Background: an optimization exercise with open tools, aiming at small area, a short achievable clock period and few clock cycles per item. Do not read the settings as production practice.
At most, simulation tests tie the RTL to the original design; equivalence was not proved.
Power and IR drop assume default switching activity.

==> flow/design.v <==
module execution_unit_top (
    input        clk,
    input        rst,
    input        start,
    input  [3:0] opcode,
    input  [7:0] A,
    input  [7:0] B,
    output     [15:0] result,
    output reg        busy,
    output reg        done
);
    reg [15:0] R;        
    reg        addm;     
    reg  [7:0] X;        
    reg        sgn;      
    reg        isdiv;    
    reg  [2:0] cnt;      
    reg        bone;     
    reg        btwo;     
    reg        bneg;     
    function [9:0] cneg(input [9:0] x, input s);
        integer i;
        reg     nz;
        begin
            nz = 1'b0;
            for (i = 0; i < 10; i = i + 1) begin
                cneg[i] = x[i] ^ (s & nz);
                nz      = nz | x[i];
            end
        end
    endfunction
    function [2:0] booth(input q1, input q0, input qm);
        begin
            booth[2] = q0 ^ qm;
            booth[1] = (q1 & ~q0 & ~qm) | (~q1 & q0 & qm);
            booth[0] = q1 & ~(q0 & qm);
        end
    endfunction
    wire [7:0] bx   = B ^ {8{opcode[0]}};
    wire [4:0] slo  = {1'b0, A[3:0]} + {1'b0, bx[3:0]} + {4'd0, opcode[0]};
    wire [3:0] shi0 = A[7:4] + bx[7:4];
    wire [3:0] shi1 = A[7:4] + bx[7:4] + 4'd1;
    reg [15:0] alu;
    always @(*) begin
        case (opcode[2:0])
            3'd0, 3'd1: alu = {3'b000, slo[4], shi1, shi0, slo[3:0]};
            3'd2:       alu = {8'h00, A & B};
            3'd3:       alu = {8'h00, A | B};
            3'd4:       alu = {8'h00, A ^ B};
            3'd5:       alu = {8'h00, ~A};
            default:    alu = 16'h0000;
        endcase
    end
    wire [9:0]  mv   = B[0] ? {{2{A[7]}}, A} : B[1] ? {A[7], A, 1'b0} : 10'd0;
    wire [9:0]  mp   = cneg(mv, B[1]);
    wire [15:0] mul0 = {mp, B[7:2]};
    wire [7:0] ma  = cneg({2'b00, A}, A[7]);
    wire [7:0] mb  = cneg({2'b00, B}, B[7]);
    wire       bz  = (B == 8'h00);
    wire       b1  = (B == 8'h01) | (B == 8'hFF);
    wire       b2  = (B == 8'h02) | (B == 8'hFE);
    wire       q7  = bz | (b1 & ma[7]);
    wire       q6  = bz | (b1 & ma[6]) | (b2 & ma[7]);
    wire [1:0] r6  = b1 ? 2'b00 : b2 ? {1'b0, ma[6]} : ma[7:6];
    wire [15:0] div0 = {6'd0, r6, ma[5:0], q7, q6};
    wire       dshort = {1'b0, ma} < {mb, 1'b0};
    wire       dq1    = ma >= mb;
    wire [7:0] dquo   = {{7{dq1 & (A[7] ^ B[7])}}, dq1};
    wire       rneg = R[15];
    wire       xs   = X[7] & ~isdiv;
    wire [9:0] pp   = (btwo ? {X[7], X, 1'b0} : bone ? {xs, xs, X} : 10'd0)
                      ^ {10{bneg}};
    wire [9:0] op1  = isdiv ? {rneg, R[15:8], R[7]}
                            : {{2{rneg}}, R[15:8]};
    wire [9:0] s    = op1 + pp + {9'd0, bneg};
    wire        qb  = ~s[7] | ~|X;
    wire [7:0]  quo = cneg({2'b00, R[6:0], qb}, sgn);
    wire        last = isdiv ? (cnt == 3'd5) : (cnt == 3'd2);
    always @(posedge clk) begin
        addm <= ~busy & ~opcode[3] & ~opcode[2] & ~opcode[1];
        if (busy) begin
            cnt <= cnt + 3'd1;
            if (!isdiv) begin
                R                  <= {s, R[7:2]};
                {bone, btwo, bneg} <= booth(R[3], R[2], R[1]);
            end else begin
                R                  <= last ? {8'h00, quo}
                                           : {s[7:0], R[6:0], qb};
                {bone, btwo, bneg} <= {2'b10, qb};
            end
        end else begin
            cnt   <= 3'd0;
            isdiv <= opcode[0];
            if (!opcode[3]) begin
                R <= alu;
            end else if (!opcode[0]) begin
                R                  <= mul0;
                X                  <= A;
                {bone, btwo, bneg} <= booth(B[3], B[2], B[1]);
            end else begin
                R                  <= dshort ? {8'h00, dquo} : div0;
                X                  <= mb;
                sgn                <= A[7] ^ B[7];
                {bone, btwo, bneg} <= 3'b101;
            end
        end
    end
    always @(posedge clk) begin
        if (rst) begin
            busy <= 1'b0;
            done <= 1'b0;
        end else if (busy) begin
            busy <= ~last;
            done <= last;
        end else begin
            busy <= start & opcode[3] & ~(opcode[0] & dshort);
            done <= start & (~opcode[3] | (opcode[0] & dshort));
        end
    end
    wire hsel = addm & R[12];
    assign result = {R[15:8] & {8{~addm}},
                     hsel ? R[11:8] : R[7:4],
                     R[3:0]};
endmodule
==> flow/config.mk <==
export PLATFORM = sky130hd
export DESIGN_NAME = execution_unit_top
export DESIGN_NICKNAME = execution_unit_top
export VERILOG_FILES = /design/flow/design.v
export SDC_FILE = /design/flow/constraint.sdc
export NUM_CORES = 4
export LEC_CHECK = 0
export ABC_AREA = 1
export CAP_MARGIN = 20
export CORE_MARGIN = 2
export CORE_UTILIZATION = 40
export SETUP_SLACK_MARGIN = 3.0
export SLEW_MARGIN = 20
==> flow/constraint.sdc <==
create_clock -name core_clock -period 6.0 [get_ports {clk}]
set_input_delay 1.2000 -clock core_clock [delete_from_list [all_inputs] [get_ports {clk}]]
set_output_delay 1.2000 -clock core_clock [all_outputs]
set_load 0.01 [all_outputs]
standard.sh (not shown) runs the stock make flow with config.mk's settings and CLKGATE_MAP_FILE= SYNTH_SCRIPT=/design/flow/synth_recipe.tcl, a recipe that flattens the netlist after the stock synthesis.
==> flow/flow/run.sh <==
#!/bin/bash
# Layout flow: the standard ORFS flow (standard.sh), with three changes
# to synthesis and placement:
#  - abc maps with flow/abc.script (ORFS's area script without its buffer /
#    upsize / dnsize steps: sizing is left to OpenROAD's repair, which sees
#    the placed wires);
#  - no full/half-adder cell extraction (ADDER_MAP_FILE empty), so abc maps
#    the adders together with the rest of the logic;
#  - the port buffers that global placement inserts are buf_2 cells.
# The synthesis script is synth_recipe.tcl unchanged except that it sources a
# copy of ORFS's synth.tcl with the abc script swapped.
# Each tool's output is in orfs/logs/ and the make output in flow_make.log.
set -euo pipefail
W=$(pwd)
sed "s#^source \$::env(SCRIPTS_DIR)/synth_preamble.tcl\$#&\nset abc_args [lreplace \$abc_args 1 1 $W/flow/abc.script]#" \
    "$FLOW_HOME/scripts/synth.tcl" > "$W/synth_own.tcl"
grep -q "flow/abc.script" "$W/synth_own.tcl"
sed "s#^source \$::env(SCRIPTS_DIR)/synth.tcl\$#source $W/synth_own.tcl#" \
    synth_recipe.tcl > "$W/synth_top.tcl"
grep -q "synth_own.tcl" "$W/synth_top.tcl"
bash standard.sh finish "SYNTH_SCRIPT=$W/synth_top.tcl" ADDER_MAP_FILE= \
    "BUFFER_PORTS_ARGS=-buffer_cell sky130_fd_sc_hd__buf_2" \
    > flow_make.log 2>&1
==> flow/flow/abc.script <==
strash
dch
map -a
topo
Testbench counts at the start, summed over its fixed seeds: cycles 3,869, ops 2,400.
==> next run, changes <==
==> flow/flow/run.sh (replaced) <==
#!/bin/bash
# Layout flow: the standard ORFS flow (standard.sh), with two changes:
#  - no full/half-adder cell extraction in synthesis (ADDER_MAP_FILE empty),
#    so abc maps the adders together with the rest of the logic;
#  - the port buffers that global placement inserts are buf_2 cells.
# Each tool's output is in orfs/logs/ and the make output in flow_make.log.
set -euo pipefail
bash standard.sh finish ADDER_MAP_FILE= \
    "BUFFER_PORTS_ARGS=-buffer_cell sky130_fd_sc_hd__buf_2" \
    > flow_make.log 2>&1
removed: flow/flow/abc.script
What happened:
- cell count rose by 11%
- combinational power fell by 18%
- wire length rose by 1.4%
- clock skew barely changes
- count of clock-buffer cells in the layout is unchanged
- total power fell by 11%
- first-iteration DRC count rose by 45%
- worst hold slack got worse by 12 ps
==> next run, changes <==
Settings changed: SETUP_SLACK_MARGIN 3.0 to 3.4.
The changed run finished with timing, DRC and antenna clean.
Clock-buffer cell count does not change.
Final area rises by 13%.
Sequential cell count does not change.
Register-to-register slack improved by 80 ps.
Clock skew barely changes.
Worst setup slack loses 11 ps.

========
execution_unit_top, a different RTL version from the one above (not shown whole).
For scale: about 710 cells after synthesis, about 30 flip-flops, roughly 41 I/O pins.
Design execution_unit_top, start of the top module:
module execution_unit_top (
    input        clk,
    input        rst,
    input        start,
    input  [3:0] opcode,
    input  [7:0] A,
    input  [7:0] B,
    output reg [15:0] result,
    output reg        busy,
    output reg        done
);
clock: 6.0 ns
lec_check: 0
abc_area: 1
cap_margin: 20
core_margin: 2
core_utilization: 65
setup_slack_margin: 2.5
slew_margin: 20
run.sh (not shown) runs the stock make flow with config.mk's settings and CLKGATE_MAP_FILE= SYNTH_SCRIPT=/design/flow/synth_recipe.tcl, a recipe that flattens the netlist after the stock synthesis.
Stock flow here: none of the scripts above is used.
==> next run, changes <==
ABC_AREA = not set   (was 1)
CORE_UTILIZATION = 40   (was 65)
SETUP_SLACK_MARGIN = not set   (was 2.5)
Register-to-register slack degrades by 0.73 ns.
Power decreases by 2.3%.
Combinational power decreases by 16%.
Via count decreases by about 17%.
Routed wire length decreases by 13%.
Maximum frequency decreases by 17%.
Critical path depth decreases by 10.
Worst hold slack degrades by 0.011 ns.
Global-route usage decreases by 17 points.
Setup slack degrades by 0.73 ns.
Cell area decreases by 2.8%.
==> next run, changes <==
ABC_AREA = 1   (was not set)
SETUP_SLACK_MARGIN = 2.5   (was not set)
The changed run ran to the end with no violations.
Worst hold slack stays flat.
Routed wire length rises by about 7%.
Sequential share of layout area falls by 0.52 points.
Function was not checked in any run of this note: the RTL went through the layout flow alone.

========
execution_unit_top, a different RTL version from the one above (not shown whole).
Size: ~720 cells after synthesis, ~38 flip-flops, about 41 I/O pins, about 4100 um2 of cells after synthesis.
Settings: LEC_CHECK=0, ABC_AREA=1, CAP_MARGIN=20, CORE_MARGIN=2, CORE_UTILIZATION=40, SETUP_SLACK_MARGIN=3.3, SLEW_MARGIN=20; clock period 6.0 ns.
standard.sh (not shown) runs the stock make flow with config.mk's settings and CLKGATE_MAP_FILE= SYNTH_SCRIPT=/design/flow/synth_recipe.tcl, a recipe that flattens the netlist after the stock synthesis.
==> flow/flow/run.sh <==
#!/bin/bash
# Layout flow: the standard ORFS flow (standard.sh), with two changes:
#  - no full/half-adder cell extraction in synthesis (ADDER_MAP_FILE empty),
#    so abc maps the adders together with the rest of the logic;
#  - the port buffers that global placement inserts are buf_2 cells.
# Each tool's output is in orfs/logs/ and the make output in flow_make.log.
set -euo pipefail
bash standard.sh finish ADDER_MAP_FILE= \
    "BUFFER_PORTS_ARGS=-buffer_cell sky130_fd_sc_hd__buf_2" \
    > flow_make.log 2>&1
The baseline passed the timing, DRC and antenna checks.
Testbench counts at the start, summed over its fixed seeds: cycles 3,869, ops 2,400.
Change:
CORE_UTILIZATION = 55   (was 40)
SETUP_SLACK_MARGIN = 3.0   (was 3.3)
Outcome: Final area fell by 11%. Utilization is higher by 13 points. Sequential cell count does not change. Non-clock buffer count shrinks by 24. Hold slack improves by 3.4 ps. Wire length goes down by 7.4%. Die area went down by about 26%. Global-route usage increases by 7.6 points. Clock-buffer cell count rises by 1.
Change:
CORE_UTILIZATION = 40   (was 55)
SETUP_SLACK_MARGIN = 2.7   (was 3.0)
Effect: Worst setup slack loses 280 ps. Die area increases by 36%. Core utilization decreases by 20 points. Clock skew grows by 9.8 ps. Combinational power decreases by about 4%. Fmax goes down by 9.0%. First-iteration DRC count shrinks by 16%.
Change:
SETUP_SLACK_MARGIN = 3.0   (was 2.7)
Effect: The new run completed with no timing, DRC or antenna violations. Non-clock buffer count came out higher by 8. Setup slack improves by 320 ps. Clock-buffer cell count stays the same. Cell area came out higher by 3.6%. Fmax came out higher by 11%.
Change:
==> flow/flow/run.sh (replaced) <==
#!/bin/bash
# Layout flow: the standard ORFS flow (standard.sh), with three changes
# to synthesis and placement:
#  - abc maps with flow/abc.script (ORFS's area script without its buffer /
#    upsize / dnsize steps: sizing is left to OpenROAD's repair, which sees
#    the placed wires);
#  - no full/half-adder cell extraction (ADDER_MAP_FILE empty), so abc maps
#    the adders together with the rest of the logic;
#  - the port buffers that global placement inserts are buf_2 cells.
# The synthesis script is synth_recipe.tcl unchanged except that it sources a
# copy of ORFS's synth.tcl with the abc script swapped.
# Each tool's output is in orfs/logs/ and the make output in flow_make.log.
set -euo pipefail
W=$(pwd)
sed "s#^source \$::env(SCRIPTS_DIR)/synth_preamble.tcl\$#&\nset abc_args [lreplace \$abc_args 1 1 $W/flow/abc.script]#" \
    "$FLOW_HOME/scripts/synth.tcl" > "$W/synth_own.tcl"
grep -q "flow/abc.script" "$W/synth_own.tcl"
sed "s#^source \$::env(SCRIPTS_DIR)/synth.tcl\$#source $W/synth_own.tcl#" \
    synth_recipe.tcl > "$W/synth_top.tcl"
grep -q "synth_own.tcl" "$W/synth_top.tcl"
bash standard.sh finish "SYNTH_SCRIPT=$W/synth_top.tcl" ADDER_MAP_FILE= \
    "BUFFER_PORTS_ARGS=-buffer_cell sky130_fd_sc_hd__buf_2" \
    > flow_make.log 2>&1
==> flow/flow/abc.script (new file) <==
strash
dch
map -B 0.9
topo
The new run passed the timing, DRC and antenna checks.
Non-clock buffer count grows by 10.
Global-route usage grows by 2.6 points.
Combinational power grows slightly.
Area after synthesis shrinks by a few percent.
Worst hold slack gains 6.1 ps.
Worst setup slack loses 12 ps.
First-iteration DRC count shrinks by a quarter to a third.

========
execution_unit_top, a different RTL version from the one above (not shown whole).
For scale: ~660 cells after synthesis, about 35 flip-flops, about 41 I/O pins, about 3800 µm² of cells after synthesis.
Settings: LEC_CHECK=0, ABC_AREA=1, CAP_MARGIN=20, CORE_MARGIN=2, CORE_UTILIZATION=40, SETUP_SLACK_MARGIN=2.5, SLEW_MARGIN=20; clock period 6.0 ns.
==> flow/flow/run.sh <==
#!/bin/bash
# Layout flow: the standard ORFS flow (standard.sh), with two changes:
#  - no full/half-adder cell extraction in synthesis (ADDER_MAP_FILE empty),
#    so abc maps the adders together with the rest of the logic;
#  - the port buffers that global placement inserts are buf_2 cells.
# Each tool's output is in orfs/logs/ and the make output in flow_make.log.
set -euo pipefail
bash standard.sh finish ADDER_MAP_FILE= \
    "BUFFER_PORTS_ARGS=-buffer_cell sky130_fd_sc_hd__buf_2" \
    > flow_make.log 2>&1
The starting point went through all stages and came out clean.
Edit:
--- a/flow/config.mk
+++ b/flow/config.mk
@@ -12 +12 @@
-export SETUP_SLACK_MARGIN = 2.5
+export SETUP_SLACK_MARGIN = 3.0
What happened: The new run produced a clean layout; routed wire length climbs by 1.4%; cell area climbs by 2.5%; via count rose by 1.3%; worst setup slack gains 0.42 ns; power came out higher by 1.6%; first-iteration DRC count came out higher by 6.8%; non-clock buffer count climbs by 10.
No functional check of the RTL was part of any run of this note.

========
== run A ==
execution_unit_top, a different RTL version from the one above (not shown whole).
Size: about 38 flip-flops, roughly 41 I/O pins, roughly 4200 µm² of cells after synthesis.
==> flow/design.v (excerpt) <==
module execution_unit_top (
    input        clk,
    input        rst,
    input        start,
    input  [3:0] opcode,
    input  [7:0] A,
    input  [7:0] B,
    output     [15:0] result,
    output reg        busy,
    output reg        done
);
export LEC_CHECK = 0
export ABC_AREA = 0
export CAP_MARGIN = 20
export CORE_MARGIN = 2
export CORE_UTILIZATION = 40
export SETUP_SLACK_MARGIN = 3.0
export SLEW_MARGIN = 20
create_clock -name core_clock -period 6.0 [get_ports {clk}]
Scripts as last shown in full above: flow/flow/run.sh
Testbench counts of run A, summed over its fixed seeds: cycles 4,176, ops 2,400.
diff inputs: run A => run B
# run A
export LEC_CHECK = 0
export ABC_AREA = 0
export CAP_MARGIN = 20
export CORE_MARGIN = 2
export CORE_UTILIZATION = 40
export SETUP_SLACK_MARGIN = 3.0
export SLEW_MARGIN = 20
create_clock -name core_clock -period 6.0 [get_ports {clk}]
# run B
export LEC_CHECK = 0
export ABC_AREA = 1
export CAP_MARGIN = 20
export CORE_MARGIN = 2
export CORE_UTILIZATION = 40
export SETUP_SLACK_MARGIN = 3.0
export SLEW_MARGIN = 20
create_clock -name core_clock -period 6.0 [get_ports {clk}]
==> flow/run.sh (new file) <==
#!/bin/bash
# synth_recipe.tcl (not shown) runs the flow's synth.tcl, then flattens the netlist and writes it again
# the make line also repeats each setting of config.mk as NAME=value (left out here)
make -C /OpenROAD-flow-scripts/flow DESIGN_CONFIG=/design/flow/config.mk WORK_HOME=/design/flow/orfs CLKGATE_MAP_FILE= SYNTH_SCRIPT=/design/flow/synth_recipe.tcl finish
removed: flow/flow/run.sh
removed: flow/standard.sh
Run B completed; timing, DRC and antenna clean. Run comparison: run B cell with the biggest individual delay on the critical path sky130_fd_sc_hd__dlygate4sd2_1; run A cell with the biggest individual delay on the critical path sky130_fd_sc_hd__or3_4. Per the comparison of run B with run A, top achievable clock speed increased by about 9% relative to the old numbers; setup slack shows an increase of 0.28 ns; cell area -7.7%; cell count picked up an extra 5; fraction of power spent switching nets now sits higher.
## Diff of input files: run C against run B
# run B
export LEC_CHECK = 0
export ABC_AREA = 1
export CAP_MARGIN = 20
export CORE_MARGIN = 2
export CORE_UTILIZATION = 40
export SETUP_SLACK_MARGIN = 3.0
export SLEW_MARGIN = 20
create_clock -name core_clock -period 6.0 [get_ports {clk}]
# run C
export LEC_CHECK = 0
export ABC_AREA = 1
export CAP_MARGIN = 20
export CORE_MARGIN = 2
export CORE_UTILIZATION = 40
export PLACE_DENSITY = 0.75
export SETUP_SLACK_MARGIN = 3.0
export SLEW_MARGIN = 20
create_clock -name core_clock -period 6.0 [get_ports {clk}]
==> flow/flow/run.sh (new file) <==
#!/bin/bash
# Layout flow: the standard ORFS flow (standard.sh), with two changes:
#  - no full/half-adder cell extraction in synthesis (ADDER_MAP_FILE empty),
#    so abc maps the adders together with the rest of the logic;
#  - the port buffers that global placement inserts are buf_2 cells.
# Each tool's output is in orfs/logs/ and the make output in flow_make.log.
set -euo pipefail
bash standard.sh finish ADDER_MAP_FILE= \
    "BUFFER_PORTS_ARGS=-buffer_cell sky130_fd_sc_hd__buf_2" \
    > flow_make.log 2>&1
==> flow/standard.sh (new file) <==
#!/bin/bash
# synth_recipe.tcl (not shown) runs the flow's synth.tcl, then flattens the netlist and writes it again
# the make line also repeats each setting of config.mk as NAME=value (left out here)
make -C /OpenROAD-flow-scripts/flow DESIGN_CONFIG=/design/flow/config.mk WORK_HOME=/design/flow/orfs CLKGATE_MAP_FILE= SYNTH_SCRIPT=/design/flow/synth_recipe.tcl "${@:-finish}"
removed: flow/run.sh
Findings:
On setup slack, run B loses to run C.
Pin slew with the least headroom to its limit was higher in run C than in run B.
Summary: with run B as the reference, number of cells produced by synthesis in run C moved up by a little under 10%.
Run C does better than run B on total power.
The total nets after synthesis was comparable across run C and run B.
diff inputs: run C => run D
# run C
export LEC_CHECK = 0
export ABC_AREA = 1
export CAP_MARGIN = 20
export CORE_MARGIN = 2
export CORE_UTILIZATION = 40
export PLACE_DENSITY = 0.75
export SETUP_SLACK_MARGIN = 3.0
export SLEW_MARGIN = 20
create_clock -name core_clock -period 6.0 [get_ports {clk}]
# run D
export LEC_CHECK = 0
export ABC_AREA = 1
export CAP_MARGIN = 20
export CORE_MARGIN = 2
export CORE_UTILIZATION = 40
export SETUP_SLACK_MARGIN = 3.2
export SLEW_MARGIN = 20
create_clock -name core_clock -period 6.0 [get_ports {clk}]
Findings:
Run D closes out successfully: all stages finished, all timing, DRC and antenna checks passed.
Of run D and run C, it is run D that has the higher worst setup margin.
Run D against run C: sum of internal, switching and leakage power saw an increase, share of total power in the clock network saw an increase, depth of the critical timing path with buffers and inverters included saw an increase, worst-case headroom to the max-slew limit saw a decrease.
Run D ended up with a lower hold slack than run C did.
The final reports for run D and run C show post-route non-filler standard cell count higher in the former.
Proportion of cell area occupied by multi-input gates is lower on run D
Fmax | run D vs run C | run D faster
Changes in run E relative to run D:
# run D
export LEC_CHECK = 0
export ABC_AREA = 1
export CAP_MARGIN = 20
export CORE_MARGIN = 2
export CORE_UTILIZATION = 40
export SETUP_SLACK_MARGIN = 3.2
export SLEW_MARGIN = 20
create_clock -name core_clock -period 6.0 [get_ports {clk}]
# run E
export LEC_CHECK = 0
export ABC_AREA = 1
export CAP_MARGIN = 20
export CORE_MARGIN = 2
export CORE_UTILIZATION = 40
export SETUP_SLACK_MARGIN = 3.0
export SLEW_MARGIN = 20
create_clock -name core_clock -period 6.0 [get_ports {clk}]
Notes after the runs:
- Number of optimization iterations in the first detailed-route pass delta for run E relative to run D: 1 higher
- Of run D and run E, the run reporting the lower worst setup slack was run E.
- Summary of run E over run D: leakage power of the design moved down, path depth of the worst reg2reg path moved down, total wire length after detailed routing moved down.
- Run E vs run D: share of the clock period used by the worst path after layout up in run E
- Run E -> run D: wire length of the first global-routing pass flat
- Going from run D to run E, proportion of cell area spent on the clock network dropped 0.72 points; adder-cell share of the synthesized area barely changed; proportion of final cell area spent on non-clock buffers dropped 1.9 points.

==> afterwards: timing with drivers on the ports <==
Ports are ideal in the flow. The routed layouts listed here were re-timed in OpenROAD. Step 1, drivers: a clkbuf_16 drives clk and a buf_2 each remaining input, both assumed. Step 2 times the ports against the registers' clock, not the clock port: input delays grow and output delays shrink by t, the midpoint of the rising clock arrivals with the driver on. Slacks: ideal ports / drivers / drivers and shift; pairs: ideal ports / drivers.
run | t (ns) | setup slack, ns | worst setup path after step 2 | latest minus earliest clock arrival (ns) | cell pins on the clock port's net
the first run of note 1 | 0.324 | 2.535 / 2.535 / 2.412 | input to register | 0.016 / 0.016 | 1
the second run of note 1 | 0.325 | 2.967 / 2.942 / 2.618 | input to register | 0.019 / 0.019 | 1
the third run of note 1 | 0.328 | 2.956 / 2.948 / 2.620 | input to register | 0.018 / 0.017 | 1
the first run of note 2 | 0.327 | 2.424 / 2.424 / 2.287 | input to register | 0.007 / 0.007 | 1
the second run of note 2 | 0.316 | 1.695 / 1.695 / 1.473 | input to register | 0.005 / 0.005 | 1
the third run of note 2 | 0.306 | 2.563 / 2.563 / 2.359 | input to register | 0.005 / 0.005 | 1
the first run of note 3 | 0.330 | 3.322 / 3.277 / 2.947 | input to register | 0.013 / 0.013 | 1
the second run of note 3 | 0.322 | 3.111 / 3.117 / 2.795 | input to register | 0.003 / 0.003 | 1
the third run of note 3 | 0.324 | 2.827 / 2.836 / 2.513 | input to register | 0.013 / 0.013 | 1
the fourth run of note 3 | 0.322 | 3.146 / 3.153 / 2.831 | input to register | 0.015 / 0.014 | 1
the fifth run of note 3 | 0.324 | 3.134 / 3.149 / 2.825 | input to register | 0.007 / 0.008 | 1
the first run of note 4 | 0.328 | 2.762 / 2.777 / 2.449 | input to register | 0.009 / 0.010 | 1
the second run of note 4 | 0.331 | 3.185 / 3.202 / 2.871 | input to register | 0.010 / 0.010 | 1
run A | 0.325 | 2.785 / 2.770 / 2.446 | input to register | 0.008 / 0.009 | 1
run B | 0.325 | 3.061 / 3.076 / 2.751 | input to register | 0.008 / 0.007 | 1
run C | 0.319 | 3.148 / 3.161 / 2.842 | input to register | 0.018 / 0.018 | 1
run D | 0.321 | 3.283 / 3.287 / 2.971 | input to register | 0.011 / 0.011 | 1
run E | 0.321 | 3.146 / 3.158 / 2.838 | input to register | 0.013 / 0.013 | 1
After both steps every run listed still meets setup and hold. The setup slack of the first run of note 3, which loses most, moves by -0.045 ns with the drivers and by -0.375 ns with both steps.
